Background: an optimization exercise with open tools, aiming at small area, a short achievable clock period and few clock cycles per item. Do not read the settings as production practice. Where RTL was checked, it was by simulation tests only, not by an equivalence proof against the original. Only the layout flow was run in runs 1 to 4; the RTL was not checked for function there. Power is estimated from default activity; no workload was simulated.

## design/flow/config.mk

```make
export PLATFORM = sky130hd
export DESIGN_NAME = sorter_top
export DESIGN_NICKNAME = sorter_top
export VERILOG_FILES = /design/flow/design.v
export SDC_FILE = /design/flow/constraint.sdc
export NUM_CORES = 4
export LEC_CHECK = 0
export CAP_MARGIN = 20
export CORE_MARGIN = 2
export CORE_UTILIZATION = 40
export SETUP_SLACK_MARGIN = 1.8
export SLEW_MARGIN = 20
```

## design/flow/constraint.sdc

```tcl
create_clock -name core_clock -period 4.0 [get_ports {clk}]
set_input_delay 0.8000 -clock core_clock [delete_from_list [all_inputs] [get_ports {clk}]]
set_output_delay 0.8000 -clock core_clock [all_outputs]
set_load 0.01 [all_outputs]
```

## design/flow/design.v

```verilog
module sort_node_act #(
    parameter WIDTH = 16,
    parameter IDX_W = 5
)(
    input  logic             clk,
    input  logic             keep,       
    input  logic             ins,        
    input  logic             shift,      
    input  logic [WIDTH-1:0] new_val,
    input  logic [IDX_W-1:0] new_idx,
    input  logic [WIDTH-1:0] left_val,
    input  logic [IDX_W-1:0] left_idx,
    output logic [WIDTH-1:0] val,
    output logic [IDX_W-1:0] idx
);
    always_ff @(posedge clk) begin
        val <= ({WIDTH{keep}}  & val)
             | ({WIDTH{ins}}   & new_val)
             | ({WIDTH{shift}} & left_val);
        idx <= ({IDX_W{keep}}  & idx)
             | ({IDX_W{ins}}   & new_idx)
             | ({IDX_W{shift}} & left_idx);
    end
endmodule
module serial_sorter #(
    parameter WIDTH = 16,
    parameter NUM_NODES = 32
)(
    input  wire             clk,
    input  wire             rst_n,
    input  wire             load_en,
    input  wire [WIDTH-1:0] data_in,
    input  wire             clear,
    output wire             out_vld,
    output wire [NUM_NODES-1:0][WIDTH-1:0] data_out,
    output wire [NUM_NODES-1:0][$clog2(NUM_NODES)-1:0] idx_out
);
    localparam IDX_W = $clog2(NUM_NODES);
    logic [WIDTH-1:0] d2;
    logic [WIDTH-1:0] d2n;           
    logic             l2;
    logic [IDX_W:0]   cnt;           
    logic [NUM_NODES-1:0] c;         
    logic [NUM_NODES-1:0] cn;        
    logic [NUM_NODES-1:0] a;         
    logic             b, bh;         
    function automatic logic lt(input logic [WIDTH-1:0] x, input logic [WIDTH-1:0] y);
        logic [WIDTH-1:0] l, e;
        integer w, k;
        l = ~x & y;
        e = ~(x ^ y);
        for (w = 1; w < WIDTH; w = w * 2)
            for (k = 0; k + w < WIDTH; k = k + 2 * w) begin
                l[k] = l[k + w] | (e[k + w] & l[k]);
                e[k] = e[k + w] & e[k];
            end
        lt = l[0];
    endfunction
    assign out_vld = cnt[IDX_W];
    always_ff @(posedge clk or negedge rst_n) begin
        if (!rst_n) begin
            l2  <= 1'b0;
            cnt <= '0;
        end else begin
            l2 <= load_en;
            if (clear)   cnt <= '0;
            else if (l2) cnt <= cnt + 1'b1;
        end
    end
    always_ff @(posedge clk or negedge rst_n) begin
        if (!rst_n) c <= '1;
        else        c <= load_en ? cn : '1;
    end
    always_ff @(posedge clk) begin
        d2  <= data_in;
        d2n <= ~data_in;
    end
    assign b  = lt(d2, data_in);
    assign bh = lt(~d2n, data_in);
    genvar i;
    generate
        for (i = 0; i < NUM_NODES; i = i + 1) begin : nodes
            wire c_left = (i == 0) ? 1'b1 : c[i-1];
            wire a_left = (i == 0) ? 1'b0 : a[i-1];
            assign a[i]  = (cnt > i) & lt(data_out[i], data_in);
            wire             bi = (i < NUM_NODES / 2) ? b : bh;
            wire [WIDTH-1:0] vi = (i < NUM_NODES / 2) ? d2 : ~d2n;
            assign cn[i] = c[i] ? a[i] : (c_left ? bi : a_left);
            sort_node_act #(.WIDTH(WIDTH), .IDX_W(IDX_W)) node (
                .clk      (clk),
                .keep     (c[i]),
                .ins      (c_left & ~c[i]),
                .shift    (~c_left),
                .new_val  (vi),
                .new_idx  (cnt[IDX_W-1:0]),
                .left_val ((i == 0) ? vi : data_out[i-1]),
                .left_idx ((i == 0) ? cnt[IDX_W-1:0] : idx_out[i-1]),
                .val      (data_out[i]),
                .idx      (idx_out[i])
            );
        end
    endgenerate
endmodule
module sorter_top (
    input  wire          clk,
    input  wire          rst_n,
    input  wire          load_en,
    input  wire [15:0]   data_in,
    input  wire          clear,
    output wire          out_vld,
    output wire [511:0]  data_out,
    output wire [159:0]  idx_out
);
    localparam WIDTH     = 16;
    localparam NUM_NODES = 32;
    localparam IDX_W     = $clog2(NUM_NODES);
    wire [NUM_NODES-1:0][WIDTH-1:0] data_arr;
    wire [NUM_NODES-1:0][IDX_W-1:0] idx_arr;
    serial_sorter #(
        .WIDTH(WIDTH),
        .NUM_NODES(NUM_NODES)
    ) u_sorter (
        .clk(clk),
        .rst_n(rst_n),
        .load_en(load_en),
        .data_in(data_in),
        .clear(clear),
        .out_vld(out_vld),
        .data_out(data_arr),
        .idx_out(idx_arr)
    );
    assign data_out = data_arr;
    assign idx_out  = idx_arr;
endmodule
```

## design/flow/flow/run.sh

```bash
#!/bin/bash
set -o pipefail
export BUFFER_PORTS_ARGS="-buffer_cell sky130_fd_sc_hd__buf_1"
export CTS_CLUSTER_SIZE=30
export CTS_CLUSTER_DIAMETER=60
bash standard.sh > standard.log 2>&1
```

## design/flow/standard.sh

```bash
#!/bin/bash
# synth_recipe.tcl (not shown) runs the flow's synth.tcl, then flattens the netlist and writes it again
# the make line also repeats each setting of config.mk as NAME=value (left out here)
make -C /OpenROAD-flow-scripts/flow DESIGN_CONFIG=/design/flow/config.mk WORK_HOME=/design/flow/orfs CLKGATE_MAP_FILE= SYNTH_SCRIPT=/design/flow/synth_recipe.tcl "${@:-finish}"
```

==> results.tsv, run 1 <==
stage	metric	value	unit
global_routing	All-Layer GR Usage	37.1	%
outcome	outcome	timing/DRC/antenna clean	
global_routing	first-pass GRT wire length	275	mm
setup_path	CP required	4.54	ns
sta	Fmax	441	MHz
sta	fin crit period	2.27	ns
global_routing	pin count of the biggest net entering global routing	49	
synth	Synth Area in Compound Gates	26.2	%
drt	Antenna Nets Post-Route	0	
clock_network	CTS buffer count	79	
pwr	Combinational Power Share	46.6	%
synth	Mapped Area	39400	um^2
synth	cells after synthesis	4444	
sta	worst hold slack	0.293	ns
sta	Setup TNS	0	ns
place	number of instances in the placed design	6272	
synth	Synth Area in XOR/XNOR	0.0666	%
setup_path	delay-heaviest family, CP	compound AO/OA/AOI/OAI gates	
clock_network	Num Clock Sinks	743	
sta	period utilization	56.6	%
synth	post-synthesis adder-cell area fraction	16.3	%
clock_network	Clock Path Buffers	3	
pwr	Clock power frac	17.5	%
die	Die Height	318	um
sta	Final setup viols	0	
synth	Post-Syn Nets	4978	
sta	Slew Viols, Final	0	
synth	ys flop type	dfxtp_1	
pwr	power per cell area	959	nW/um^2
pwr	NetSw	0.0231	W
die	boundary pin count	693	
synth	ys async rst share	5.25	%
sta	Tightest Pin Transition	1.16	ns
synth	largest family of logic cells by synthesized area	compound AO/OA/AOI/OAI gates	
run	max-cap viol count	0	
die	std cell rows	115	
synth	post-synthesis mux area share	0.102	%
synth	post-synthesis sequential area ratio	38.9	%
pwr	P_int	0.0240	W
pwr	Reg power frac	35.9	%
synth	library cells used by synthesis	74	
clock_network	Clock Pin Slew Worst Setup and Hold Paths	0.07	ns
global_routing	GR Overflow Total	0	
synth	Yosys warnings	2	
sta	final count of hold timing violations	0	
synth	Synth top area share	34.7	%
cells_and_area	Layout area overhead	24.5	%
die	Starting Density	40.2	%
synth	area leader, netlist	dfxtp_1	
drt	routed vias/inst	6.19	
worst_hold_path	Hold WC Path Type	input pin to asynchronous set/reset pin	
setup_path	CP startpoint kind	input pin	
clock_network	CTS Root Cell	clkbuf_16	
place	Routability Congestion	0.955	
synth	number of synthesized flops with an enable pin	21	
sta	clk_skew	0.0302	ns
drt	WL per Instance	30.6	um
drt	drt first pass iters	8	
setup_path	WP buf/inv	4	
setup_path	CP arrival	2.81	ns
pwr	Lkg Pwr	22.1	nW
cells_and_area	post-route insts no fill	6502	
synth	flops & latches, synth	743	
clock_network	H-tree depth	3	
setup_path	CP max FO	7	
cells_and_area	Final nets	5682	
synth	synth top area cells	dfxtp_1, ha_1, a22oi_1	
global_routing	initial antenna violation count	9	
die	Die Width	318	um
drt	final WL	199	mm
pwr	Peak supply drop	0.482	mV
drt	DRC violations left	0	
synth	Mapped Avg Cell Area	8.87	um^2
setup_path	worst-path cell chain	buf_12, buf_16, buf_12, buf_4, ha_4, a211oi_2, a211oi_2, a211o_1, a221o_1, o32ai_2, a41oi_1	
setup_path	cell at the slowest stage of the critical path	a221o_1	
place	Port Buffer Count	692	
drt	via count	40200	
place	detailed-placement wirelength estimate	137	mm
die	die area	101000	um^2
global_routing	vias in the first global route	38000	
sta	unrepaired setup endpoints after global routing	yes	
drt	drt initial violations	4561	
setup_path	CP endpoint kind	flip-flop	
sta	Slew HR	22.5	%
setup_path	max incr delay on CP	0.33	ns
synth	Simple-Gate Fraction of Synth Area	10.2	%
clock_network	CTS tree	done	
clock_network	Clk Latency, worst-skew pair	0.68	ns
die	core area	98000	um^2
pwr	switching portion of total power	49.0	%
cells_and_area	share of cells above drive strength 1	13.1	%
setup_path	CP Class	input pin to flip-flop	
cells by family (layout without fill, tap and decap cells):
| family | Yosys count | in the layout |
|---|---|---|
| AOI/OAI and AO/OA | 1466 | 1466 |
| buffers and inverters | 861 | 1630 |
| and+or+nand+nor | 853 | 853 |
| DFF | 743 | 743 |
| adders and majority gates | 514 | 514 |
| muxes | 4 | 4 |
| xor gates and xnor gates | 3 | 3 |
| other | 0 | 2 |
metal layers:
metal | GRT usage [%] | wire (um)
met1 | 44.6 | 74500
met2 | 58.8 | 89000
met3 | 10.9 | 22300
met4 | 21.5 | 13400
met5 | 0 | 27
power by group through the flow:
stage	clock, W	sequential [W]	combinational, W
4_1_cts	0.00827	0.0165	0.0212
2_1_floorplan	0	0.0154	0.0121
5_1_grt	0.00857	0.0171	0.0240
3_5_place_dp	0	0.0166	0.0208
3_3_place_gp	0	0.0166	0.0204
6_report	0.00825	0.0169	0.0220
stage by stage:
step                      power (W)  util [%]  instance area, um^2  setup WS [ns]
final                        0.0471      50.1                49100           1.73
after global routing         0.0496      50.1                49100           1.69
after CTS                    0.0460      49.1                48100           1.70
after detailed placement     0.0374      45.0                44100          0.583
after global placement       0.0370      45.0                44100          0.629
after floorplan              0.0275         -                39900           1.68
layout make-up:
type                            count  area, um^2
Fill cell                        9465       48900
Multi-Input combinational cell   2840       21900
Sequential cell                   743       15400
Timing Repair Buffer              918        5200
Inverter                          564        2130
Clock buffer                       88        2120
Tap cell                         1287        1610
Clock inverter                     58         762
Timing Repair inverter              2        10.0
Antenna cell                        2        5.00
flip-flops by register name, indices dropped and copies added (netlist names), named ones only:
signal / count
u_sorter.nodes.node.val: 496
u_sorter.nodes.node.idx: 155
u_sorter.c: 32
u_sorter.d2: 16
u_sorter.d2n: 16
u_sorter.cnt: 6
u_sorter.l2: 1
final timing paths:
| kind | start | endpoint | slack (ns) | cells past startpoint |
|---|---|---|---|---|
| setup / recovery | data_in[2] | u_sorter.c[23] | 1.73 | 11 |
| hold / removal | rst_n | u_sorter.l2 | 0.29 | 2 |
| setup reg to reg | u_sorter.cnt[1] | u_sorter.c[23] | 1.74 | 7 |
| hold reg to reg | u_sorter.nodes[31].node.idx[2] | u_sorter.nodes[31].node.idx[2] | 0.48 | 2 |
| max in group asynchronous | rst_n | u_sorter.cnt[3] | 3.18 | 2 |
| min in group core_clock | data_in[3] | u_sorter.d2[3] | 0.46 | 1 |
synthesized netlist by cell type, types with 48 or more instances:
library cell	n
a221o_1	212
ha_1	514
o221ai_1	92
inv_1	551
a21o_1	48
nand4_1	58
a22oi_1	356
nor2b_1	97
dfxtp_1	683
a21oi_1	183
o21ai_0	388
clkbuf_1	250
nand2_1	333
nor2_1	213
a211oi_1	52
placed cells by master, fill, tap and decap left out, types with 15 or more instances in the layout:
cell type,count
dfxtp_1,624
a21o_1,48
o221ai_1,92
a31oi_1,15
buf_12,25
nor3_1,22
o21ai_0,368
buf_1,632
nand3_1,39
a221o_1,212
a211oi_2,25
nand2_1,326
buf_4,163
clkbuf_2,19
clkbuf_16,87
nor2b_1,92
buf_2,22
inv_1,544
a211oi_1,28
nand4_1,58
ha_4,35
a41oi_1,15
dfxtp_2,59
a21oi_1,169
dfstp_2,31
buf_6,27
o21ai_1,18
a22oi_1,354
ha_1,479
nor2_1,207
and4_1,17
edfxtp_1,21
repair_timing:
action	CTS	global route
hold buffers	0	0
pin swaps	19	62
setup buffers	38	33
resized for setup	174	184
cloned	6	5
setup endpoints to repair	121	146
==> run 2: changes to the inputs <==
--- a/design/flow/config.mk
+++ b/design/flow/config.mk
@@ -8,5 +8,5 @@
 export CAP_MARGIN = 20
 export CORE_MARGIN = 2
-export CORE_UTILIZATION = 40
+export CORE_UTILIZATION = 60
 export SETUP_SLACK_MARGIN = 1.8
 export SLEW_MARGIN = 20
==> run 2 against run 1 <==
Net effect: synthesized cell count unchanged; die area fell by 33%; sequential share of layout area up 1.3 points; setup slack worse by 0.025 ns; design area decreased by 4.2%; clock power down 28%; final cell count shrank 7.9%; non-clock buffer count decreased by 26; power down 7.0%; wire length is 12% lower.
==> results.tsv, run 2 <==
stage	metric	value	unit	change
clock_network	H-tree depth	2		-1
place	Routability Congestion	1.00		+4.9%
die	Starting Density	60.9	%	+21 points
die	die area	67800	um^2	-33%
synth	post-synthesis sequential area ratio	38.9	%	unchanged
die	std cell rows	93		-19%
sta	Fmax	437	MHz	-1.1%
setup_path	CP required	4.54	ns	about the same
drt	drt first pass iters	8		unchanged
synth	Mapped Area	39400	um^2	unchanged
sta	Setup TNS	0	ns	unchanged
synth	most frequent cell after synthesis	dfxtp_1		
cells_and_area	commonest non-fill, non-tap cells in the layout	buf_1, dfxtp_1, inv_1		
place	Setup WS pre-CTS	0.707	ns	+0.124 ns
clock_network	Num Clock Sinks	743		unchanged
sta	post-route setup slack	1.71	ns	-0.0254 ns
pwr	power per cell area	931	nW/um^2	-2.9%
synth	Synth top cells by count	dfxtp_1, inv_1, ha_1		
global_routing	GR Overflow Total	0		unchanged
synth	library cells used by synthesis	74		unchanged
clock_network	CTS Root Cell	clkbuf_16		
cells_and_area	Layout area overhead	19.3	%	
cells_and_area	number of flip-flops under the largest register name	496		unchanged
die	Die Height	260	um	-18%
setup_path	CP startpoint kind	flip-flop		
global_routing	initial antenna violation count	3		-6
sta	fin crit period	2.29	ns	+0.0254 ns
clock_network	Clock Pin Slew Worst Setup and Hold Paths	0.10	ns	+0.03 ns
synth	Synth top area share	34.7	%	unchanged
sta	unrepaired setup endpoints after global routing	yes		
setup_path	Register-to-Register Path Depth	9		+2
sta	period utilization	57.3	%	+0.64 points
synth	flops & latches, synth	743		unchanged
pwr	Peak supply drop	0.703	mV	+46%
pwr	Lkg Pwr	21.3	nW	-3.7%
drt	DRC violations left	0		unchanged
die	Die Width	260	um	-18%
global_routing	vias in the first global route	36300		-4.5%
clock_network	Clk Latency, worst-skew pair	0.65	ns	-0.03 ns
synth	Yosys warnings	2		unchanged
run	max-cap viol count	0		unchanged
synth	ys flop type	dfxtp_1		
drt	drt initial violations	7350		+61%
global_routing	first-pass GRT wire length	245	mm	-11%
cells_and_area	most common cell after layout, fill and taps aside	buf_1		
outcome	outcome	timing/DRC/antenna clean		
drt	routed vias/inst	6.89		+11%
synth	cells after synthesis	4444		unchanged
cells_and_area	fillcell total	5270		-44%
place	Port Buffer Count	692		unchanged
sta	Final setup viols	0		unchanged
die	core area	64700	um^2	-34%
cells_and_area	share of cells above drive strength 1	10.4	%	-2.7 points
sta	Tightest Pin Transition	1.09	ns	-0.0651 ns
sta	final count of hold timing violations	0		unchanged
synth	area leader, netlist	dfxtp_1		
cells_and_area	biggest regs	u_sorter.nodes.node.val (496), u_sorter.nodes.node.idx (155), u_sorter.c (32)		
synth	synth top area cells	dfxtp_1, ha_1, a22oi_1		
global_routing	All-Layer GR Usage	48.6	%	+11 points
worst_hold_path	Hold WC Path Type	input pin to asynchronous set/reset pin		
synth	Post-Syn Nets	4978		unchanged
synth	number of synthesized flops with an enable pin	21		unchanged
setup_path	CP max FO	4		-3
setup_path	CP endpoint kind	flip-flop		
place	detailed-placement wirelength estimate	119	mm	-13%
drt	via count	41300		+2.5%
drt	final WL	176	mm	-12%
setup_path	CP Class	flip-flop to flip-flop		
sta	Slew HR	26.8	%	+4.4 points
clock_network	Clock Path Buffers	3		unchanged
global_routing	pin count of the biggest net entering global routing	48		-2.0%
clock_network	CTS buffer count	49		-38%
synth	Mapped Avg Cell Area	8.87	um^2	unchanged
sta	clk_skew	0.0314	ns	+0.00115 ns
cells_and_area	Top reg by flops	u_sorter.nodes.node.val		
clock_network	CTS tree	done		
synth	ys async rst share	5.25	%	unchanged
drt	Antenna Nets Post-Route	0		unchanged
drt	WL per Instance	29.4	um	-4.0%
setup_path	CP arrival	2.83	ns	+0.02 ns
die	boundary pin count	693		unchanged
sta	Slew Viols, Final	0		unchanged
cells_and_area	Final nets	5624		-1.0%
[run 2: cells by family after synthesis]
logic type | share of synthesized area (%)
buf+inv | 8.28
xor+xnor | 0.0666
flops | 38.9
simple gates | 10.2
mux | 0.102
compound gates | 26.2
fa+ha+maj | 16.3
[run 2: final cells by class]
cell class / instances / area (um^2) / share of cell area [%]
multi-input cells: 2840 / 21700 / 46.2
flip-flops and latches: 743 / 15400 / 32.7
repair buffers: 892 / 4940 / 10.5
inverters: 564 / 2130 / 4.52
clock buffers: 53 / 1320 / 2.80
well taps: 855 / 1070 / 2.27
clock inverters: 39 / 498 / 1.06
diodes: 4 / 10.0 / 0.0213
[run 2: path summary, 6_finish.rpt]
path                                                startpoint                             end  slack (ns)
worst min-delay path                                     rst_n                     u_sorter.l2        0.21
worst max-delay path            u_sorter.nodes[18].node.val[5]                  u_sorter.c[18]        1.71
min in group core_clock                            data_in[11]                u_sorter.d2n[11]        0.41
max in group asynchronous                                rst_n                  u_sorter.c[14]        2.88
worst min register to register  u_sorter.nodes[31].node.idx[3]  u_sorter.nodes[31].node.idx[3]        0.49
worst max register to register  u_sorter.nodes[18].node.val[5]                  u_sorter.c[18]        1.71
[run 2: report_power, final]
group | internal [W] | leakage, nW | switching (W)
clock network | 0.00286 | 0.883 | 0.00312
registers | 0.0113 | 6.36 | 0.00566
logic | 0.00804 | 14.1 | 0.0128
total | 0.0222 | 21.3 | 0.0215
[run 2: what timing repair did]
| action | 4_1_cts | 5_1_grt |
|---|---|---|
| setup buffers | 17 | 46 |
| endpoints found under the setup margin | 81 | 102 |
| resized for setup | 106 | 186 |
| gates cloned | 4 | 6 |
| pin swaps | 7 | 29 |
| hold buffers | 0 | 0 |
[run 2: critical path, cell delays in order (launching register included)]
cell      delay, ns
dfxtp_1        0.59
inv_1          0.09
ha_1           0.31
nand3_1        0.11
a21boi_0       0.10
o311ai_0       0.38
a21oi_1        0.13
buf_4          0.18
o32ai_1        0.22
a41oi_1        0.08
[run 2: routing by layer]
layer / vias up / wire length, um / track usage [%]
li1: 17500 / - / -
met1: 19600 / 65500 / 67.0
met2: 3537 / 71400 / 67.6
met3: 632 / 28500 / 15.0
met4: 6 / 10800 / 25.7
met5: - / 41 / 0
[run 2: through the flow]
step / cells / instance area, um^2 / total power, W / hold slack (ns) / utilization (%)
finish: 5990 / 47000 / 0.0438 / 0.213 / 72.7
detailed placement: 5821 / 43400 / 0.0362 / 0.462 / 67.1
global route: 5986 / 47000 / 0.0460 / 0.217 / 72.7
floorplan: 4444 / 39900 / 0.0275 / 0.406 / -
global placement: 5821 / 43400 / 0.0357 / 0.458 / 67.1
CTS: 5934 / 45900 / 0.0423 / 0.205 / 70.9
==> run 3: changes to the inputs <==
--- a/design/flow/design.v
+++ b/design/flow/design.v
@@ -46,14 +46,15 @@
     logic             b, bh;         
     function automatic logic lt(input logic [WIDTH-1:0] x, input logic [WIDTH-1:0] y);
-        logic [WIDTH-1:0] l, e;
+        logic [WIDTH-1:0] g, e;
         integer w, k;
-        l = ~x & y;
+        g = x & ~y;
         e = ~(x ^ y);
+        g[0] = x[0] | ~y[0];          
         for (w = 1; w < WIDTH; w = w * 2)
             for (k = 0; k + w < WIDTH; k = k + 2 * w) begin
-                l[k] = l[k + w] | (e[k + w] & l[k]);
+                g[k] = g[k + w] | (e[k + w] & g[k]);
                 e[k] = e[k + w] & e[k];
             end
-        lt = l[0];
+        lt = ~g[0];
     endfunction
     assign out_vld = cnt[IDX_W];
--- a/design/flow/config.mk
+++ b/design/flow/config.mk
@@ -8,5 +8,5 @@
 export CAP_MARGIN = 20
 export CORE_MARGIN = 2
-export CORE_UTILIZATION = 60
+export CORE_UTILIZATION = 40
 export SETUP_SLACK_MARGIN = 1.8
 export SLEW_MARGIN = 20
==> run 3 against run 2 <==
Net effect: wire length increased by 7.4%; synthesized cell count decreased by 12%; sequential power increased by 2%; combinational power decreased by 12%; clock skew increased by 0.0075 ns; design area increased by 3.4%; highest routed layer unchanged; via count decreased by 7.5%; sequential share of layout area decreased by 1.0 points; final cell count about the same; power increased by 0.46%; die area increased by 43%.
==> results.tsv, run 3 <==
stage	metric	value	unit	change
cells_and_area	biggest regs	u_sorter.nodes.node.val (496), u_sorter.nodes.node.idx (155), u_sorter.c (32)		
cells_and_area	commonest non-fill, non-tap cells in the layout	dfxtp_1, buf_1, ha_1		
setup_path	CP Class	input pin to flip-flop		
clock_network	CTS tree	done		
sta	Fmax	412	MHz	-5.7%
sta	Slew HR	24.9	%	-2.0 points
global_routing	initial antenna violation count	5		+2
setup_path	CP arrival	3.01	ns	+0.18 ns
synth	Synth top area share	36.1	%	+1.4 points
global_routing	All-Layer GR Usage	36.6	%	-12 points
cells_and_area	post-route insts no fill	5987		-0.050%
global_routing	GR Overflow Total	0		unchanged
die	std cell rows	112		+20%
cells_and_area	ant diodes	0		-4
outcome	outcome	timing/DRC/antenna clean		
synth	library cells used by synthesis	80		+8.1%
cells_and_area	most common cell after layout, fill and taps aside	dfxtp_1		
synth	Mapped Avg Cell Area	9.69	um^2	+9.3%
synth	post-synthesis mux area share	0.215	%	+0.11 points
drt	final WL	189	mm	+7.4%
pwr	Reg power frac	39.7	%	+0.9 points
clock_network	CTS Root Cell	clkbuf_16		
drt	WL per Instance	31.6	um	+7.5%
place	Port Buffer Count	692		unchanged
die	core area	93600	um^2	+45%
cells_and_area	Final nets	5206		-7.4%
synth	largest family of logic cells by synthesized area	compound AO/OA/AOI/OAI gates		
place	number of instances in the placed design	5707		-2.0%
drt	DRC violations left	0		unchanged
pwr	switching portion of total power	47.1	%	-2.1 points
clock_network	Num Clock Sinks	743		unchanged
cells_and_area	share of cells above drive strength 1	16.3	%	+5.9 points
cells_and_area	Layout area overhead	28.4	%	
pwr	Combinational Power Share	41.7	%	-5.8 points
synth	post-synthesis adder-cell area fraction	17.0	%	+0.66 points
worst_hold_path	Hold WC Path Type	input pin to flip-flop		
synth	Synth Area in XOR/XNOR	0.0925	%	+0.026 points
drt	routed vias/inst	6.38		-7.5%
pwr	Lkg Pwr	19.7	nW	-7.4%
sta	Final setup viols	0		unchanged
sta	period utilization	60.7	%	+3.5 points
clock_network	Clock Pin Slew Worst Setup and Hold Paths	0.07	ns	-0.03 ns
sta	Tightest Pin Transition	1.12	ns	+0.0292 ns
synth	synth top area cells	dfxtp_1, ha_1, a22oi_1		
sta	Slew Viols, Final	0		unchanged
sta	unrepaired setup endpoints after global routing	yes		
synth	Mapped Area	37900	um^2	-3.9%
synth	ys async rst share	5.25	%	unchanged
place	Routability Congestion	0.939		-6.2%
run	max-cap viol count	0		unchanged
drt	drt first pass iters	6		-2
synth	Yosys warnings	2		unchanged
global_routing	vias in the first global route	35200		-3.0%
pwr	Peak supply drop	0.457	mV	-35%
synth	post-synthesis sequential area ratio	40.4	%	+1.6 points
die	boundary pin count	693		unchanged
cells_and_area	number of flip-flops under the largest register name	496		unchanged
synth	Synth Area in Compound Gates	27.9	%	+1.7 points
die	Starting Density	40.5	%	-20 points
place	detailed-placement wirelength estimate	125	mm	+5.0%
cells_and_area	Top reg by flops	u_sorter.nodes.node.val		
synth	Post-Syn Nets	4443		-11%
sta	worst hold slack	0.262	ns	+0.0495 ns
clock_network	Clk Latency, worst-skew pair	0.69	ns	+0.04 ns
sta	clk_skew	0.0388	ns	+0.00749 ns
synth	most frequent cell after synthesis	dfxtp_1		
synth	flops & latches, synth	743		unchanged
synth	Simple-Gate Fraction of Synth Area	10.8	%	+0.61 points
pwr	P_int	0.0233	W	+4.7%
global_routing	first-pass GRT wire length	263	mm	+7.5%
clock_network	CTS buffer count	77		+57%
setup_path	CP endpoint kind	flip-flop		
synth	number of synthesized flops with an enable pin	21		unchanged
sta	final count of hold timing violations	0		unchanged
drt	Antenna Nets Post-Route	0		unchanged
clock_network	# hold bufs at CTS	0		unchanged
setup_path	CP required	4.58	ns	+0.04 ns
synth	Synth top cells by count	dfxtp_1, ha_1, o21ai_0		
die	die area	97200	um^2	+43%
setup_path	CP max FO	10		+6
synth	cells after synthesis	3909		-12%
synth	area leader, netlist	dfxtp_1		
die	Die Width	312	um	+20%
sta	Setup TNS	0	ns	unchanged
die	Die Height	312	um	+20%
pwr	NetSw	0.0207	W	-3.9%
setup_path	CP startpoint kind	input pin		
drt	drt initial violations	4663		-37%
drt	via count	38200		-7.5%
clock_network	H-tree depth	3		+1
clock_network	Clock Path Buffers	3		unchanged
sta	fin crit period	2.43	ns	+0.139 ns
pwr	Clock power frac	18.7	%	+5.0 points
global_routing	pin count of the biggest net entering global routing	49		+2.1%
pwr	power per cell area	904	nW/um^2	-2.8%
synth	ys flop type	dfxtp_1		
==> run 3: routing by layer <==
| metal | track usage, % | up-vias | wire, um |
|---|---|---|---|
| li1 | - | 16600 | - |
| met1 | 47.4 | 18900 | 75700 |
| met2 | 57.9 | 2218 | 85700 |
| met3 | 8.22 | 419 | 18400 |
| met4 | 17.1 | 4 | 9420 |
| met5 | 0 | - | 26 |
==> run 3: logic make-up after synthesis <==
group,after synthesis
compound gates,1513
xor+xnor,4
fa+ha+maj,514
buf+inv,355
flops,743
mux,8
simple gates,772
==> run 3: what timing repair did <==
action	4_1_cts	5_1_grt
pin swaps	71	65
buffers inserted	91	25
cloned	16	8
endpoints found under the setup margin	252	239
resized for setup	317	156
==> run 3: critical path, cell delays in order <==
cell and delay, ns:
buf_2 0.11, clkinvlp_4 0.09, buf_12 0.16, ha_4 0.30
nand3_2 0.07, or4_1 0.52, a211oi_2 0.19, nor3_2 0.07
buf_6 0.18, nand2b_4 0.19, a221o_1 0.31
==> run 3: worst paths after layout <==
kind	from	to	slack [ns]	depth (start not counted)
hold / removal	data_in[10]	u_sorter.d2[10]	0.26	1
setup reg to reg	u_sorter.d2[14]	u_sorter.c[15]	1.63	9
setup / recovery	data_in[11]	u_sorter.c[15]	1.57	11
hold reg to reg	u_sorter.nodes[31].node.idx[4]	u_sorter.nodes[31].node.idx[4]	0.48	2
max in group asynchronous	rst_n	u_sorter.cnt[2]	3.22	2
min in group asynchronous	rst_n	u_sorter.cnt[5]	0.27	2
==> run 3: final cells by class <==
| class | instances | area [um^2] |
|---|---|---|
| flip-flops and latches | 743 | 15400 |
| clock inverters | 55 | 787 |
| multi-input cells | 2812 | 22700 |
| clock buffers | 85 | 2080 |
| fillers | 8804 | 45000 |
| repair inverters | 7 | 42.5 |
| well taps | 1254 | 1570 |
| repair buffers | 949 | 5710 |
| inverters | 82 | 393 |
==> run 3: per-stage QoR <==
step	setup WS [ns]	util (%)	area, um^2	total power, W
2_1_floorplan	0.900	-	38100	0.0255
3_3_place_gp	0.404	45.1	42300	0.0335
3_5_place_dp	0.353	45.1	42300	0.0339
4_1_cts	1.63	50.9	47600	0.0430
5_1_grt	1.54	52.0	48600	0.0463
6_report	1.57	52.0	48600	0.0440
==> run 3: power by group through the flow <==
| stage | sequential (W) | combinational, W | clock, W |
|---|---|---|---|
| final | 0.0174 | 0.0183 | 0.00821 |
| after floorplan | 0.0156 | 0.00985 | 0 |
| after CTS | 0.0171 | 0.0176 | 0.00825 |
| after detailed placement | 0.0171 | 0.0168 | 0 |
| after global placement | 0.0171 | 0.0164 | 0 |
| after global routing | 0.0176 | 0.0201 | 0.00854 |
==> run 4: changes to the inputs <==
--- a/design/flow/design.v
+++ b/design/flow/design.v
@@ -38,5 +38,5 @@
     localparam IDX_W = $clog2(NUM_NODES);
     logic [WIDTH-1:0] d2;
-    logic [WIDTH-1:0] d2n;           
+    logic [WIDTH-1:0] d2n, d2e, d2ne;
     logic             l2;
     logic [IDX_W:0]   cnt;           
@@ -44,5 +44,5 @@
     logic [NUM_NODES-1:0] cn;        
     logic [NUM_NODES-1:0] a;         
-    logic             b, bh;         
+    logic [3:0]       bq;            
     function automatic logic lt(input logic [WIDTH-1:0] x, input logic [WIDTH-1:0] y);
         logic [WIDTH-1:0] g, e;
@@ -76,7 +76,14 @@
         d2  <= data_in;
         d2n <= ~data_in;
+        if (load_en) begin
+            d2e  <= data_in;
+            d2ne <= ~data_in;
+        end
     end
-    assign b  = lt(d2, data_in);
-    assign bh = lt(~d2n, data_in);
+    wire [3:0][WIDTH-1:0] dq = {~d2ne, d2e, ~d2n, d2};
+    assign bq[0] = lt(d2, data_in);
+    assign bq[1] = lt(~d2n, data_in);
+    assign bq[2] = lt(d2e, data_in);
+    assign bq[3] = lt(~d2ne, data_in);
     genvar i;
     generate
@@ -85,6 +92,6 @@
             wire a_left = (i == 0) ? 1'b0 : a[i-1];
             assign a[i]  = (cnt > i) & lt(data_out[i], data_in);
-            wire             bi = (i < NUM_NODES / 2) ? b : bh;
-            wire [WIDTH-1:0] vi = (i < NUM_NODES / 2) ? d2 : ~d2n;
+            wire             bi = bq[i * 4 / NUM_NODES];
+            wire [WIDTH-1:0] vi = dq[i * 4 / NUM_NODES];
             assign cn[i] = c[i] ? a[i] : (c_left ? bi : a_left);
             sort_node_act #(.WIDTH(WIDTH), .IDX_W(IDX_W)) node (
==> run 4 against run 3 <==
Net effect: power rose by 5.1%; synthesized cell count grew 3.3%; core utilization rose by 0.99 points; flip-flop and latch count up 32; highest routed layer unchanged; non-clock buffer count rose by 72; still clean on timing, DRC and antenna; die area increased by 4.8%.
==> results.tsv, run 4 <==
stage	metric	value	unit	change
drt	via count	39300		+3.0%
drt	drt first pass iters	6		unchanged
run	max-cap viol count	0		unchanged
synth	synth top area cells	dfxtp_1, ha_1, a221o_1		
drt	Antenna Nets Post-Route	0		unchanged
global_routing	GR Overflow Total	0		unchanged
place	Routability Congestion	0.926		-1.4%
drt	final WL	196	mm	+3.4%
sta	worst hold slack	0.231	ns	-0.0311 ns
place	Area after DPL	44200	um^2	+4.6%
synth	number of synthesized flops with an enable pin	53		+150%
synth	Post-Syn Nets	4601		+3.6%
die	Starting Density	40.4	%	-0.095 points
cells_and_area	Design Area, Final	52100	um^2	+7.1%
sta	unrepaired setup endpoints after global routing	yes		
setup_path	CP required	4.61	ns	+0.03 ns
setup_path	RR Startpoint	u_sorter.d2e[6]		
synth	flops & latches, synth	775		+4.3%
sta	period utilization	59.6	%	-1.1 points
synth	Synth top area share	34.4	%	-1.7 points
worst_hold_path	WHS Path Cells	1		unchanged
clock_network	CTS Root Cell	clkbuf_16		
drt	routed vias/inst	6.31		-1.0%
drt	drt initial violations	4512		-3.2%
clock_network	Num Clock Sinks	775		+4.3%
drt	routed length on met1	74.2	mm	-1.9%
pwr	power per cell area	887	nW/um^2	-1.9%
setup_path	r2r setup slk	1.62	ns	about the same
synth	Yosys warnings	2		unchanged
cells_and_area	Layout area overhead	31.1	%	
synth	ys async rst share	5.03	%	-0.22 points
setup_path	CP max FO	8		-2
clock_network	Clock Path Buffers	3		unchanged
worst_hold_path	Hold WC Path Type	input pin to flip-flop		
clock_network	Clk Latency, worst-skew pair	0.69	ns	about the same
synth	ys flop type	dfxtp_1		
sta	final count of hold timing violations	0		unchanged
cells_and_area	number of flip-flops under the largest register name	496		unchanged
clock_network	# hold bufs at CTS	0		unchanged
drt	metal2 WL	90.6	mm	+5.7%
drt	DR top layer	met5		
setup_path	CP Class	flip-flop to flip-flop		
sta	Slew HR	31.2	%	+6.4 points
global_routing	pin count of the biggest net entering global routing	49		unchanged
clock_network	Clock Pin Slew Worst Setup and Hold Paths	0.08	ns	about the same
synth	area leader, netlist	dfxtp_1		
synth	Mapped Area	39700	um^2	+4.9%
pwr	Peak supply drop	0.520	mV	+14%
synth	Mapped Avg Cell Area	9.85	um^2	+1.6%
die	core area	98400	um^2	+5.1%
die	boundary pin count	693		unchanged
sta	Final setup viols	0		unchanged
die	std cell rows	115		+2.7%
setup_path	CP startpoint kind	flip-flop		
sta	Fmax	419	MHz	+1.9%
pwr	Lkg Pwr	20.8	nW	+5.5%
drt	WL per Instance	31.4	um	-0.71%
setup_path	CP arrival	3.00	ns	about the same
synth	post-synthesis sequential area ratio	41.0	%	+0.53 points
sta	Setup TNS	0	ns	unchanged
place	detailed-placement wirelength estimate	130	mm	+3.3%
setup_path	CP endpoint kind	flip-flop		
drt	met3 wire len	20.3	mm	+10%
sta	fin crit period	2.38	ns	-0.0457 ns
sta	Slew Viols, Final	0		unchanged
drt	DRC violations left	0		unchanged
cells_and_area	commonest non-fill, non-tap cells in the layout	buf_1, dfxtp_1, ha_1		
clock_network	CTS tree	done		
place	Port Buffer Count	692		unchanged
setup_path	RR Endpoint	u_sorter.c[22]		
worst_hold_path	min-delay src	data_in[2]		
synth	most frequent cell after synthesis	dfxtp_1		
synth	library cells used by synthesis	77		-3.8%
cells_and_area	Final nets	5442		+4.5%
clock_network	CTS buffer count	80		+3.9%
die	Die Height	319	um	+2.4%
global_routing	first-pass GRT wire length	270	mm	+2.6%
die	Die Width	319	um	+2.4%
cells_and_area	Top reg by flops	u_sorter.nodes.node.val		
sta	Tightest Pin Transition	1.03	ns	-0.0917 ns
setup_path	Register-to-Register Path Depth	8		-1
cells_and_area	most common cell after layout, fill and taps aside	buf_1		
global_routing	All-Layer GR Usage	36.1	%	-0.57 points
die	die area	102000	um^2	+4.8%
sta	clk_skew	0.0497	ns	+0.0108 ns
synth	cells after synthesis	4037		+3.3%
clock_network	H-tree depth	3		unchanged
synth	Synth top cells by count	dfxtp_1, ha_1, o21ai_0		
cells_and_area	biggest regs	u_sorter.nodes.node.val (496), u_sorter.nodes.node.idx (155), u_sorter.c (32)		
cells_and_area	share of cells above drive strength 1	19.3	%	+2.9 points
global_routing	vias in the first global route	36800		+4.6%
outcome	outcome	timing/DRC/antenna clean		
worst_hold_path	Worst Hold Path EP	u_sorter.d2[2]		
global_routing	initial antenna violation count	6		+1
-- run 4: cell types whose count changed in the layout (fill, tap and decap cells not counted), moves of 36 or more --
cell     change
a22oi_1     -59
buf_4       +51
nor2b_1     +51
ha_4        +48
a221o_1     +39
dfxtp_1     -39
dfxtp_2     +39
o21ai_0     -36
-- run 4: metal layers --
metal,GRT usage (%),up-vias
met5,0,-
met4,17.7,2
met3,10.7,475
met2,58.4,2134
met1,43.5,19400
li1,-,17400
-- run 4: worst max-delay path, cell delays in order (launching register included) --
cell and delay (ns):
edfxtp_1 0.44, buf_12 0.17, ha_4 0.27, nand4_1 0.11, or4b_1 0.52, o31a_1 0.28, o211ai_4 0.19, nand3_1 0.12
and3_1 0.21
-- run 4: worst max-delay path by stage --
stage | start | to | slack [ns]
global route | data_in[6] | u_sorter.c[30] | 1.57
detailed placement | data_in[7] | u_sorter.c[30] | 0.34
floorplan | data_in[10] | u_sorter.c[21] | 0.90
finish | u_sorter.d2e[6] | u_sorter.c[22] | 1.62
global placement | data_in[9] | u_sorter.c[30] | 0.38
CTS | data_in[6] | u_sorter.c[10] | 1.65
-- run 4: cell families (layout without fill, tap and decap cells) --
logic type / count (synthesis) / count (layout) / synth area share (%)
other cells: 0 / 3 / 0
flops: 775 / 775 / 41.0
xor+xnor: 5 / 5 / 0.110
fa+ha+maj: 544 / 544 / 17.1
buf+inv: 375 / 1282 / 3.59
compound gates: 1508 / 1508 / 26.8
mux: 2 / 2 / 0.0535
simple gates: 828 / 828 / 11.3
-- run 4: area by class of cell --
class / instances / area [um^2]
Multi-Input combinational cell: 2887 / 24100
Antenna cell: 3 / 7.51
Fill cell: 9115 / 46300
Inverter: 109 / 487
Timing Repair Buffer: 1021 / 6540
Timing Repair inverter: 4 / 20.0
Clock inverter: 58 / 753
Tap cell: 1287 / 1610
Sequential cell: 775 / 16400
Clock buffer: 90 / 2150
-- run 4: where the power goes --
group	switching, W	leakage [nW]	internal [W]
combinational	0.0111	12.8	0.00861
clock	0.00405	1.40	0.00427
sequential	0.00649	6.67	0.0117
total	0.0216	20.8	0.0246
-- run 4: repair_timing --
item,4_1_cts,5_1_grt
cloned,12,4
setup endpoints to repair,193,151
pin swaps,90,97
gates resized for setup,379,246
setup buffers,137,58
-- run 4: through the flow --
stage / power (W) / util (%) / std cells / setup slack [ns]
finish: 0.0462 / 52.9 / 6234 / 1.62
global route: 0.0488 / 52.9 / 6232 / 1.57
CTS: 0.0449 / 51.1 / 6169 / 1.65
detailed placement: 0.0356 / 44.9 / 5872 / 0.341
global placement: 0.0353 / 44.9 / 5872 / 0.383
floorplan: 0.0268 / - / 4037 / 0.902
==> run 5: changes to the inputs <==
--- a/design/flow/design.v
+++ b/design/flow/design.v
@@ -46,15 +46,14 @@
     logic [3:0]       bq;            
     function automatic logic lt(input logic [WIDTH-1:0] x, input logic [WIDTH-1:0] y);
-        logic [WIDTH-1:0] g, e;
+        logic [WIDTH-1:0] l, e;
         integer w, k;
-        g = x & ~y;
+        l = ~x & y;
         e = ~(x ^ y);
-        g[0] = x[0] | ~y[0];          
         for (w = 1; w < WIDTH; w = w * 2)
             for (k = 0; k + w < WIDTH; k = k + 2 * w) begin
-                g[k] = g[k + w] | (e[k + w] & g[k]);
+                l[k] = l[k + w] | (e[k + w] & l[k]);
                 e[k] = e[k + w] & e[k];
             end
-        lt = ~g[0];
+        lt = l[0];
     endfunction
     assign out_vld = cnt[IDX_W];
==> run 5 against run 4 <==
Net effect: still clean on timing, DRC and antenna; global-route usage fell by 3.0 points; critical path depth fell by 7; sequential share of layout area rose by 1.7 points; critical endpoint is now idx_out[22]; power fell by 7.4%; worst hold slack improved by 0.10 ns.
==> results.tsv, run 5 <==
stage	metric	value	unit	change
pwr	NetSw	0.0198	W	-8.2%
cells_and_area	biggest regs	u_sorter.nodes.node.val (496), u_sorter.nodes.node.idx (155), u_sorter.c (32)		
drt	Antenna Nets Post-Route	0		unchanged
global_routing	GR Overflow Total	0		unchanged
run	max-cap viol count	0		unchanged
setup_path	CP arrival	1.38	ns	-1.62 ns
setup_path	CP endpoint kind	output port		
pwr	switching portion of total power	46.4	%	-0.41 points
sta	Fmax	459	MHz	+9.3%
sta	clk_skew	0.0271	ns	-0.0226 ns
synth	cells after synthesis	4560		+13%
sta	Slew Viols, Final	0		unchanged
global_routing	initial antenna violation count	4		-2
setup_path	cell at the slowest stage of the critical path	dfxtp_2		
global_routing	pin count of the biggest net entering global routing	48		-2.0%
place	number of instances in the placed design	6453		+9.9%
synth	Post-Syn Nets	5124		+11%
setup_path	CP Class	flip-flop to output port		
cells_and_area	fillcell total	9703		+6.5%
synth	synth top area cells	dfxtp_1, ha_1, a22oi_1		
cells_and_area	number of flip-flops under the largest register name	496		unchanged
place	detailed-placement wirelength estimate	131	mm	+0.87%
global_routing	All-Layer GR Usage	33.1	%	-3.0 points
pwr	Clock power frac	20.4	%	+2.4 points
clock_network	Clock Pin Slew Worst Setup and Hold Paths	0.06	ns	-0.02 ns
sta	worst hold slack	0.334	ns	+0.103 ns
cells_and_area	Sequential Area	16400	um^2	-0.11%
clock_network	# hold bufs at CTS	0		unchanged
place	Port Buffer Count	692		unchanged
sta	fin crit period	2.18	ns	-0.203 ns
die	die area	104000	um^2	+2.5%
synth	flops & latches, synth	775		unchanged
drt	drt first pass iters	6		unchanged
sta	final count of hold timing violations	0		unchanged
clock_network	CTS Root Cell	clkbuf_16		
clock_network	Clock Path Buffers	3		unchanged
clock_network	H-tree depth	3		unchanged
synth	library cells used by synthesis	65		-16%
setup_path	CP max FO	3		-5
die	core area	101000	um^2	+3.1%
die	Die Height	323	um	+1.2%
synth	Mapped Area	40800	um^2	+2.5%
cells_and_area	most common cell after layout, fill and taps aside	buf_1		
synth	post-synthesis sequential area ratio	39.9	%	-1.0 points
pwr	Peak supply drop	0.460	mV	-11%
synth	Synth top cells by count	dfxtp_1, inv_1, ha_1		
pwr	Combinational Power Share	41.9	%	-0.7 points
setup_path	worst-path cell chain	buf_1		
pwr	power per cell area	865	nW/um^2	-2.4%
worst_hold_path	Hold WC Path Type	input pin to flip-flop		
cells_and_area	Layout area overhead	21.3	%	
cells_and_area	post-route insts no fill	6691		+7.3%
setup_path	CP required	3.20	ns	-1.41 ns
drt	routed vias/inst	5.96		-5.5%
synth	Yosys warnings	2		unchanged
synth	ys flop type	dfxtp_1		
place	Setup WS pre-CTS	0.732	ns	+0.391 ns
cells_and_area	Design Area, Final	49400	um^2	-5.1%
synth	ys async rst share	5.03	%	unchanged
clock_network	Clk Latency, worst-skew pair	0.69	ns	about the same
drt	via count	39900		+1.4%
pwr	Reg power frac	37.8	%	-1.6 points
cells_and_area	Final nets	5812		+6.8%
sta	Tightest Pin Transition	1.03	ns	-0.00400 ns
place	Area after DPL	45100	um^2	+2.0%
clock_network	CTS buffer count	86		+7.5%
sta	Final setup viols	0		unchanged
synth	area leader, netlist	dfxtp_1		
die	Starting Density	40.2	%	-0.21 points
setup_path	max incr delay on CP	0.45	ns	-0.07 ns
clock_network	Num Clock Sinks	775		unchanged
synth	Mapped Avg Cell Area	8.94	um^2	-9.2%
synth	most frequent cell after synthesis	dfxtp_1		
drt	DRC violations left	0		unchanged
die	std cell rows	117		+1.7%
sta	period utilization	54.5	%	-5.1 points
die	Die Width	323	um	+1.2%
setup_path	CP startpoint kind	flip-flop		
place	Routability Congestion	0.907		-2.1%
pwr	P_int	0.0229	W	-6.7%
clock_network	CTS tree	done		
synth	Synth top area share	33.6	%	-0.85 points
sta	Setup TNS	0	ns	unchanged
pwr	Lkg Pwr	22.4	nW	+7.4%
drt	drt initial violations	4174		-7.5%
drt	final WL	181	mm	-7.6%
sta	post-route setup slack	1.82	ns	+0.203 ns
cells_and_area	share of cells above drive strength 1	10.9	%	-8.4 points
global_routing	vias in the first global route	36900		+0.41%
synth	number of synthesized flops with an enable pin	53		unchanged
setup_path	delay-heaviest family, CP	flip-flops		
sta	Slew HR	31.3	%	+0.033 points
die	boundary pin count	693		unchanged
setup_path	WP buf/inv	1		unchanged
cells_and_area	commonest non-fill, non-tap cells in the layout	buf_1, dfxtp_1, inv_1		
outcome	outcome	timing/DRC/antenna clean		
drt	WL per Instance	27.0	um	-14%
cells_and_area	Multi-input gate area	21700	um^2	-9.9%
sta	unrepaired setup endpoints after global routing	yes		
global_routing	first-pass GRT wire length	256	mm	-5.0%
cells_and_area	Top reg by flops	u_sorter.nodes.node.val		
-- run 5: per-stage QoR --
step                total power (W)  util (%)
detailed placement           0.0333      44.4
global placement             0.0329      44.4
finish                       0.0428      48.7
global route                 0.0454      48.7
floorplan                    0.0253         -
CTS                          0.0423      48.2
-- run 5: metal layers --
metal | global-route usage, % | share of wire (%)
met1 | 43.2 | 41
met2 | 52.3 | 45
met3 | 6.56 | 9.1
met4 | 16.0 | 5.3
met5 | 0 | 0.0066
-- run 5: worst paths after layout --
| kind | start | to | slack (ns) | cells after the start |
|---|---|---|---|---|
| setup / recovery | u_sorter.nodes[4].node.idx[2] | idx_out[22] | 1.82 | 1 |
| hold / removal | data_in[5] | u_sorter.d2[5] | 0.33 | 1 |
| setup reg to reg | u_sorter.d2[5] | u_sorter.c[6] | 1.82 | 9 |
| hold reg to reg | u_sorter.nodes[31].node.idx[2] | u_sorter.nodes[31].node.idx[2] | 0.48 | 2 |
| max in group asynchronous | rst_n | u_sorter.c[13] | 2.99 | 2 |
| min in group asynchronous | rst_n | u_sorter.c[16] | 0.46 | 1 |
-- run 5: power groups by stage --
stage,logic [W],clock network [W],registers [W]
floorplan,0.0100,0,0.0152
global placement,0.0168,0,0.0161
detailed placement,0.0171,0,0.0161
CTS,0.0175,0.00877,0.0159
global route,0.0200,0.00909,0.0164
finish,0.0179,0.00871,0.0162
-- run 5: logic make-up (layout without fill, tap and decap cells) --
logic type	Yosys count	in the layout	synth area share [%]
other	0	3	0
buffers and inverters	842	1602	7.77
xor gates and xnor gates	3	3	0.0645
and+or+nand+nor	906	906	10.0
AOI/OAI and AO/OA	1485	1485	25.4
muxes	5	5	0.126
DFF	775	775	39.9
adders and majority gates	544	544	16.7
-- run 5: what timing repair did --
item	in CTS	in global routing
setup buffers	47	20
endpoints found under the hold margin	0	0
cloned	4	4
pin swaps	5	9
setup endpoints to repair	295	262
resized for setup	141	115
-- run 5: layout make-up --
class                      instances  share of cell area [%]
clock inverter                    70                    1.75
timing repair buffer             863                    8.71
inverter                         572                    4.41
clock buffer                      90                    4.45
timing repair inverter             7                  0.0911
sequential                       775                    33.2
tap                             1368                    3.46
multi-input combinational       2943                    44.0
antenna                            3                  0.0152
Testbench counts of run 5, summed over its fixed seeds: cycles 13,432, items 12,288.
==> run 6: changes to the inputs <==
--- a/design/flow/config.mk
+++ b/design/flow/config.mk
@@ -8,5 +8,5 @@
 export CAP_MARGIN = 20
 export CORE_MARGIN = 2
-export CORE_UTILIZATION = 40
+export CORE_UTILIZATION = 60
 export SETUP_SLACK_MARGIN = 1.8
 export SLEW_MARGIN = 20
==> run 6 against run 5 <==
Net effect: largest cell class unchanged; worst hold slack worse by 0.061 ns; final cell count is 8.0% lower; die area is 33% lower; critical path type is now flip-flop to flip-flop.
==> results.tsv, run 6 <==
stage	metric	value	unit	change
place	detailed-placement wirelength estimate	119	mm	-9.1%
synth	Mapped Area	40800	um^2	unchanged
synth	flops & latches, synth	775		unchanged
die	boundary pin count	693		unchanged
sta	Slew Viols, Final	0		unchanged
global_routing	met3 GRT Util	11.6	%	+5.1 points
global_routing	vias in the first global route	37800		+2.2%
pwr	P_int	0.0212	W	-7.7%
synth	cells after synthesis	4560		unchanged
die	core area	67200	um^2	-34%
synth	Mapped Avg Cell Area	8.94	um^2	unchanged
synth	synth top area cells	dfxtp_1, ha_1, a22oi_1		
setup_path	RR Endpoint	u_sorter.c[24]		
setup_path	CP endpoint kind	flip-flop		
global_routing	All-Layer GR Usage	46.0	%	+13 points
pwr	Combinational Power Share	43.5	%	+1.6 points
synth	area leader, netlist	dfxtp_1		
cells_and_area	commonest non-fill, non-tap cells in the layout	buf_1, dfxtp_1, inv_1		
die	Die Height	265	um	-18%
cells_and_area	post-route insts no fill	6154		-8.0%
setup_path	CP Class	flip-flop to flip-flop		
sta	Setup TNS	0	ns	unchanged
cells_and_area	most common cell after layout, fill and taps aside	buf_1		
die	std cell rows	95		-19%
pwr	switching portion of total power	47.4	%	+0.98 points
pwr	Clock power frac	16.0	%	-4.4 points
drt	WL per Instance	27.4	um	+1.3%
global_routing	first-pass GRT wire length	244	mm	-4.8%
clock_network	Clock Path Buffers	3		unchanged
pwr	power per cell area	840	nW/um^2	-2.9%
setup_path	RR Startpoint	u_sorter.d2ne[0]		
global_routing	initial antenna violation count	7		+3
setup_path	r2r setup slk	1.78	ns	-0.04 ns
place	number of instances in the placed design	5954		-7.7%
pwr	Peak supply drop	0.565	mV	+23%
setup_path	WP buf/inv	1		unchanged
synth	most frequent cell after synthesis	dfxtp_1		
synth	Synth top cells by count	dfxtp_1, inv_1, ha_1		
setup_path	cell at the slowest stage of the critical path	edfxtp_1		
setup_path	Top cell by count, worst path	a311oi_1		
clock_network	CTS tree	done		
pwr	Lkg Pwr	21.9	nW	-2.1%
pwr	NetSw	0.0190	W	-4.0%
clock_network	CTS buffer count	55		-36%
die	Die Width	265	um	-18%
sta	unrepaired setup endpoints after global routing	yes		
global_routing	GRT met2 Usage	69.5	%	+17 points
synth	number of synthesized flops with an enable pin	53		unchanged
sta	period utilization	55.4	%	+0.91 points
sta	fin crit period	2.22	ns	+0.0364 ns
cells_and_area	Layout area overhead	17.5	%	
sta	Final setup viols	0		unchanged
setup_path	CP arrival	2.76	ns	+1.38 ns
worst_hold_path	Hold WC Path Type	input pin to asynchronous set/reset pin		
cells_and_area	Top reg by flops	u_sorter.nodes.node.val		
setup_path	max incr delay on CP	0.92	ns	+0.47 ns
synth	Synth top area share	33.6	%	unchanged
clock_network	Clk Latency, worst-skew pair	0.67	ns	-0.02 ns
setup_path	delay-heaviest family, CP	compound AO/OA/AOI/OAI gates		
cells_and_area	share of cells above drive strength 1	9.04	%	-1.9 points
sta	clk_skew	0.0283	ns	+0.00120 ns
synth	ys flop type	dfxtp_1		
sta	Fmax	451	MHz	-1.6%
global_routing	pin count of the biggest net entering global routing	48		unchanged
drt	drt first pass iters	6		unchanged
drt	DRC violations left	0		unchanged
outcome	outcome	timing/DRC/antenna clean		
setup_path	worst-path cell chain	a311oi_1, o21ai_1, o2111a_2, nor3_4, buf_6, a311oi_1		
cells_and_area	biggest regs	u_sorter.nodes.node.val (496), u_sorter.nodes.node.idx (155), u_sorter.c (32)		
synth	post-synthesis sequential area ratio	39.9	%	unchanged
clock_network	Clock Pin Slew Worst Setup and Hold Paths	0.09	ns	+0.03 ns
drt	Antenna Nets Post-Route	0		unchanged
die	Starting Density	60.7	%	+21 points
global_routing	met1 global-route usage	59.3	%	+16 points
global_routing	gr busiest metal	met2		
clock_network	Num Clock Sinks	775		unchanged
synth	library cells used by synthesis	65		unchanged
place	Port Buffer Count	692		unchanged
pwr	Reg power frac	40.5	%	+2.7 points
sta	final count of hold timing violations	0		unchanged
global_routing	GR Overflow Total	0		unchanged
clock_network	H-tree depth	2		-1
drt	drt initial violations	5418		+30%
place	Routability Congestion	0.963		+6.2%
drt	via count	41100		+3.1%
cells_and_area	number of flip-flops under the largest register name	496		unchanged
setup_path	CP max FO	11		+8
run	max-cap viol count	0		unchanged
drt	routed vias/inst	6.68		+12%
synth	Post-Syn Nets	5124		unchanged
setup_path	CP required	4.55	ns	+1.35 ns
cells_and_area	Final nets	5794		-0.31%
setup_path	CP startpoint kind	flip-flop		
sta	Slew HR	39.1	%	+7.8 points
sta	Tightest Pin Transition	0.914	ns	-0.112 ns
synth	Yosys warnings	2		unchanged
die	die area	70000	um^2	-33%
drt	final WL	168	mm	-6.8%
synth	ys async rst share	5.03	%	unchanged
clock_network	# hold bufs at CTS	0		unchanged
setup_path	Register-to-Register Path Depth	6		-3
clock_network	CTS Root Cell	clkbuf_16		
run 6: how the worst max path moves through the flow:
stage                                      end  depth (start not counted)        startpoint  slack, ns
2_1_floorplan                    u_sorter.c[6]                          7        data_in[5]       1.57
3_3_place_gp                    u_sorter.c[22]                          9       data_in[13]       0.73
3_5_place_dp                    u_sorter.c[22]                          9       data_in[13]       0.70
4_1_cts        u_sorter.nodes[26].node.val[11]                          3    u_sorter.c[25]       1.76
5_1_grt                         u_sorter.c[26]                          9   u_sorter.cnt[1]       1.70
6_report                        u_sorter.c[24]                          6  u_sorter.d2ne[0]       1.78
run 6: repair_timing:
action / in CTS / in global routing
buffers inserted: 52 / 33
endpoints found under the hold margin: 0 / 0
setup endpoints to repair: 188 / 135
resized for setup: 106 / 110
pin swaps: 9 / 23
cloned: 4 / 3
run 6: layout make-up:
cell class                 instances  area, um^2
multi-input combinational       2943       21700
fill                            5406       19300
sequential                       775       16400
timing repair buffer             879        4510
inverter                         572        2170
clock buffer                      60        1440
tap                              873        1090
clock inverter                    43         573
timing repair inverter             4        22.5
antenna                            5        12.5
run 6: worst register-to-register path: stages (launching register included):
cell,delay (ns)
edfxtp_1,0.92
a311oi_1,0.23
o21ai_1,0.20
o2111a_2,0.25
nor3_4,0.06
buf_6,0.15
a311oi_1,0.29
run 6: per-layer routing:
| metal | share of wire, % | up-vias |
|---|---|---|
| li1 | - | 18000 |
| met3 | 13 | 598 |
| met5 | 0.0042 | - |
| met2 | 43 | 2919 |
| met1 | 37 | 19600 |
| met4 | 6.9 | 2 |
run 6: kinds of logic after synthesis:
family / count (synthesis) / share of synthesized area, %
AOI/OAI and AO/OA: 1485 / 25.4
xor gates and xnor gates: 3 / 0.0645
adders and majority gates: 544 / 16.7
buffers and inverters: 842 / 7.77
DFF: 775 / 39.9
muxes: 5 / 0.126
and+or+nand+nor: 906 / 10.0
run 6: power by group through the flow:
stage	Clock, W	Sequential [W]	Combinational, W
global route	0.00665	0.0164	0.0194
detailed placement	0	0.0162	0.0167
floorplan	0	0.0152	0.0100
global placement	0	0.0162	0.0163
CTS	0.00639	0.0159	0.0171
finish	0.00642	0.0163	0.0175
run 6: through the flow:
stage / cell area (um^2) / power [W] / setup slack [ns] / utilization, % / hold slack, ns
floorplan: 40900 / 0.0253 / 1.57 / - / 0.406
global placement: 44400 / 0.0325 / 0.726 / 66.1 / 0.457
detailed placement: 44400 / 0.0329 / 0.701 / 66.1 / 0.469
CTS: 47200 / 0.0394 / 1.76 / 70.3 / 0.258
global route: 47900 / 0.0425 / 1.70 / 71.3 / 0.303
finish: 47900 / 0.0402 / 1.78 / 71.3 / 0.273
==> run 7: changes to the inputs <==
--- a/design/flow/config.mk
+++ b/design/flow/config.mk
@@ -9,4 +9,4 @@
 export CORE_MARGIN = 2
 export CORE_UTILIZATION = 60
-export SETUP_SLACK_MARGIN = 1.8
+export SETUP_SLACK_MARGIN = 2.0
 export SLEW_MARGIN = 20
==> run 7 against run 6 <==
Net effect: via count up 9.3%; clock power up 7.6%; clock skew up 0.0021 ns; core utilization up 12 points; design area up 16%; global-route usage up 4.4 points; critical path type is now input pin to flip-flop; area after synthesis unchanged; flip-flop and latch count unchanged; still clean; wire length up 14%; setup slack worse by 0.012 ns; largest power group unchanged; largest cell class unchanged; critical endpoint is now u_sorter.c[12]; count of clock-buffer cells in the layout up 6.
==> results.tsv, run 7 <==
stage	metric	value	unit	change
drt	drt initial violations	7273		+34%
global_routing	pin count of the biggest net entering global routing	49		+2.1%
setup_path	CP Class	input pin to flip-flop		
clock_network	Clock Path Buffers	3		unchanged
sta	Fmax	449	MHz	-0.54%
pwr	power per cell area	856	nW/um^2	+2.0%
synth	Post-Syn Nets	5124		unchanged
synth	number of synthesized flops with an enable pin	53		unchanged
cells_and_area	number of flip-flops under the largest register name	496		unchanged
die	boundary pin count	693		unchanged
cells_and_area	Layout area overhead	36.8	%	
die	Starting Density	60.7	%	unchanged
place	Routability Congestion	0.968		+0.50%
cells_and_area	most common cell after layout, fill and taps aside	inv_1		
global_routing	initial antenna violation count	15		+8
setup_path	RR Endpoint	u_sorter.c[12]		
place	Port Buffer Count	692		unchanged
setup_path	r2r setup slk	1.81	ns	+0.03 ns
synth	Synth top area share	33.6	%	unchanged
synth	library cells used by synthesis	65		unchanged
synth	ys async rst share	5.03	%	unchanged
cells_and_area	biggest regs	u_sorter.nodes.node.val (496), u_sorter.nodes.node.idx (155), u_sorter.c (32)		
sta	Slew Viols, Final	0		unchanged
synth	cells after synthesis	4560		unchanged
global_routing	first-pass GRT wire length	266	mm	+9.0%
clock_network	H-tree depth	2		unchanged
clock_network	Clk Latency, worst-skew pair	0.70	ns	+0.03 ns
global_routing	vias in the first global route	40800		+8.0%
drt	WL per Instance	29.6	um	+8.0%
synth	ys flop type	dfxtp_1		
run	max-cap viol count	0		unchanged
outcome	outcome	timing/DRC/antenna clean		
clock_network	# hold bufs at CTS	0		unchanged
drt	drt first pass iters	11		+5
cells_and_area	share of cells above drive strength 1	39.6	%	+31 points
synth	Yosys warnings	2		unchanged
setup_path	CP required	4.60	ns	+0.05 ns
setup_path	CP arrival	2.83	ns	+0.07 ns
setup_path	Register-to-Register Path Depth	8		+2
sta	Tightest Pin Transition	0.882	ns	-0.0319 ns
die	die area	70000	um^2	unchanged
synth	Mapped Avg Cell Area	8.94	um^2	unchanged
synth	area leader, netlist	dfxtp_1		
sta	Slew HR	41.2	%	+2.1 points
global_routing	All-Layer GR Usage	50.4	%	+4.4 points
synth	synth top area cells	dfxtp_1, ha_1, a22oi_1		
synth	post-synthesis sequential area ratio	39.9	%	unchanged
clock_network	Num Clock Sinks	775		unchanged
pwr	Lkg Pwr	26.4	nW	+20%
setup_path	Critical Path Source	data_in[3]		
setup_path	CP endpoint kind	flip-flop		
worst_hold_path	Hold WC Path Type	input pin to flip-flop		
setup_path	Top cell by count, worst path	a211oi_2		
pwr	Final Power	0.0477	W	+19%
synth	flops & latches, synth	775		unchanged
sta	fin crit period	2.23	ns	+0.0120 ns
setup_path	RR Startpoint	u_sorter.nodes[12].node.val[6]		
sta	Setup TNS	0	ns	unchanged
cells_and_area	Top reg by flops	u_sorter.nodes.node.val		
place	number of instances in the placed design	5945		-0.15%
drt	Antenna Nets Post-Route	0		unchanged
synth	Mapped Area	40800	um^2	unchanged
drt	final WL	193	mm	+14%
setup_path	cell at the slowest stage of the critical path	a211oi_1		
setup_path	worst-path cell chain	buf_16, clkbuf_16, ha_1, nor2_1, a211oi_2, a211oi_2, o21ai_2, a211oi_1, a311oi_1		
clock_network	Clock Pin Slew Worst Setup and Hold Paths	0.10	ns	about the same
setup_path	max incr delay on CP	0.51	ns	-0.41 ns
place	detailed-placement wirelength estimate	117	mm	-1.2%
sta	post-route setup slack	1.77	ns	-0.0120 ns
cells_and_area	commonest non-fill, non-tap cells in the layout	inv_1, buf_4, ha_1		
die	Die Width	265	um	unchanged
die	Die Height	265	um	unchanged
drt	routed vias/inst	6.90		+3.3%
setup_path	CP max FO	21		+10
drt	via count	44900		+9.3%
die	core area	67200	um^2	unchanged
synth	Synth top cells by count	dfxtp_1, inv_1, ha_1		
global_routing	GR Overflow Total	0		unchanged
sta	period utilization	55.7	%	+0.30 points
pwr	Peak supply drop	0.760	mV	+34%
place	Setup WS pre-CTS	0.700	ns	-0.00132 ns
setup_path	CP startpoint kind	input pin		
sta	Final setup viols	0		unchanged
cells_and_area	Final nets	6140		+6.0%
synth	most frequent cell after synthesis	dfxtp_1		
cells_and_area	post-route insts no fill	6511		+5.8%
setup_path	CP endpoint	u_sorter.c[12]		
cells_and_area	final core utilization	83.0	%	+12 points
drt	DRC violations left	0		unchanged
clock_network	CTS buffer count	59		+7.3%
clock_network	CTS Root Cell	clkbuf_16		
sta	final count of hold timing violations	0		unchanged
sta	clk_skew	0.0304	ns	+0.00210 ns
sta	unrepaired setup endpoints after global routing	yes		
die	std cell rows	95		unchanged
clock_network	CTS tree	done		
[run 7: cell count changes in the layout (fill, tap and decap cells not counted), moves of 41 or more]
cell | previous run | this run
a211oi_1 | 69 | 28
ha_1 | 536 | 489
dfxtp_4 | 9 | 265
buf_6 | 17 | 187
buf_4 | 153 | 497
dfxtp_2 | 28 | 374
ha_4 | 5 | 54
dfxtp_1 | 646 | 44
buf_1 | 667 | 14
buf_2 | 3 | 433
[run 7: logic make-up (layout without fill, tap and decap cells)]
group | after synthesis | after routing | synth area share [%]
and+or+nand+nor | 906 | 907 | 10.0
other | 0 | 11 | 0
DFF | 775 | 775 | 39.9
buffers and inverters | 842 | 1908 | 7.77
xor gates and xnor gates | 3 | 3 | 0.0645
muxes | 5 | 5 | 0.126
adders and majority gates | 544 | 544 | 16.7
AOI/OAI and AO/OA | 1485 | 1485 | 25.4
[run 7: critical path, delay by kind of cell]
family / cells / cell delay [ns]
buffers and inverters: 2 / 0.41
adders and majority gates: 1 / 0.31
AOI/OAI and AO/OA: 5 / 1.12
and+or+nand+nor: 1 / 0.17
[run 7: through the flow]
step                      area (um^2)  hold WS, ns
after detailed placement        44900        0.452
final                           55800        0.307
after global placement          44800        0.453
after global routing            55700        0.292
after floorplan                 41400        0.406
after CTS                       53400        0.314
[run 7: layout make-up]
type,instances,area [um^2]
Tap cell,873,1090
Inverter,572,2200
Antenna cell,11,27.5
Timing Repair inverter,7,50.0
Multi-Input combinational cell,2944,22900
Clock buffer,66,1560
Sequential cell,775,17800
Clock inverter,46,654
Fill cell,4078,11400
Timing Repair Buffer,1217,9510
[run 7: power breakdown]
group | switching [W] | internal, W
Sequential | 0.00446 | 0.0125
Clock | 0.00365 | 0.00326
Combinational | 0.0132 | 0.0107
[run 7: repair_timing]
| action | in CTS | in global routing |
|---|---|---|
| gates resized for setup | 1776 | 380 |
| endpoints found under the setup margin | 956 | 476 |
| setup buffers | 333 | 87 |
| cloned | 17 | 6 |
| endpoints found under the hold margin | 0 | 0 |
| pin swaps | 33 | 82 |
[run 7: worst min path at each step]
stage | from | end | slack [ns] | cells past startpoint
after floorplan | u_sorter.d2[15] | flip-flop | 0.41 | 0
after global placement | u_sorter.nodes[31].node.idx[4] | u_sorter.nodes[31].node.idx[4] | 0.45 | 2
after detailed placement | u_sorter.nodes[31].node.idx[4] | u_sorter.nodes[31].node.idx[4] | 0.45 | 2
after CTS | data_in[5] | u_sorter.d2[5] | 0.31 | 1
after global routing | data_in[1] | u_sorter.d2[1] | 0.29 | 1
final | data_in[1] | u_sorter.d2[1] | 0.31 | 1
[run 7: routing by layer]
layer	vias to the layer above	part of all wire (%)	wire length (um)	track usage, %
li1	18700	-	-	-
met1	21200	34	65600	61.4
met2	3905	41	79300	74.1
met3	1164	15	29000	16.8
met4	8	9.7	18700	37.1
met5	-	0.028	53	0

separate check: timing with driven ports:
The results above use ideal ports. As a check the final layouts listed here were re-extracted and re-timed, cells and wires unchanged. Step 1 (the two cells are an assumption about what drives the block):
set clk [get_ports {clk}]
set_driving_cell -lib_cell sky130_fd_sc_hd__clkbuf_16 $clk
set_driving_cell -lib_cell sky130_fd_sc_hd__buf_2 [delete_from_list [all_inputs] $clk]
Step 2, shift: input delay + t, output delay - t, t = (earliest + latest rising clock arrival at the registers) / 2. This alone moves slack from input paths to output paths. Slacks: no drivers / after step 1 / after step 2; pairs: no drivers / after step 1.
run | t (ns) | setup WS [ns] | worst setup path at the end | clock arrival spread, ns | worst register clock-pin slew, ns
run 1 | 0.737 | 1.735 / 1.726 / 1.019 | input to register | 0.035 / 0.036 | 0.09 / 0.09
run 2 | 0.703 | 1.709 / 1.691 / 1.059 | input to register | 0.037 / 0.038 | 0.11 / 0.11
run 3 | 0.728 | 1.570 / 1.581 / 0.854 | input to register | 0.052 / 0.051 | 0.10 / 0.10
run 4 | 0.746 | 1.616 / 1.616 / 0.885 | input to register | 0.053 / 0.053 | 0.10 / 0.10
run 5 | 0.750 | 1.819 / 1.748 / 1.060 | input to register | 0.037 / 0.037 | 0.08 / 0.08
run 6 | 0.724 | 1.783 / 1.728 / 1.114 | input to register | 0.036 / 0.036 | 0.10 / 0.10
run 7 | 0.752 | 1.771 / 1.593 / 0.841 | input to register | 0.033 / 0.034 | 0.10 / 0.10
After both steps every run listed still meets setup and hold. The setup slack of run 7, which loses most, moves by -0.178 ns with the drivers and by -0.930 ns with both steps.
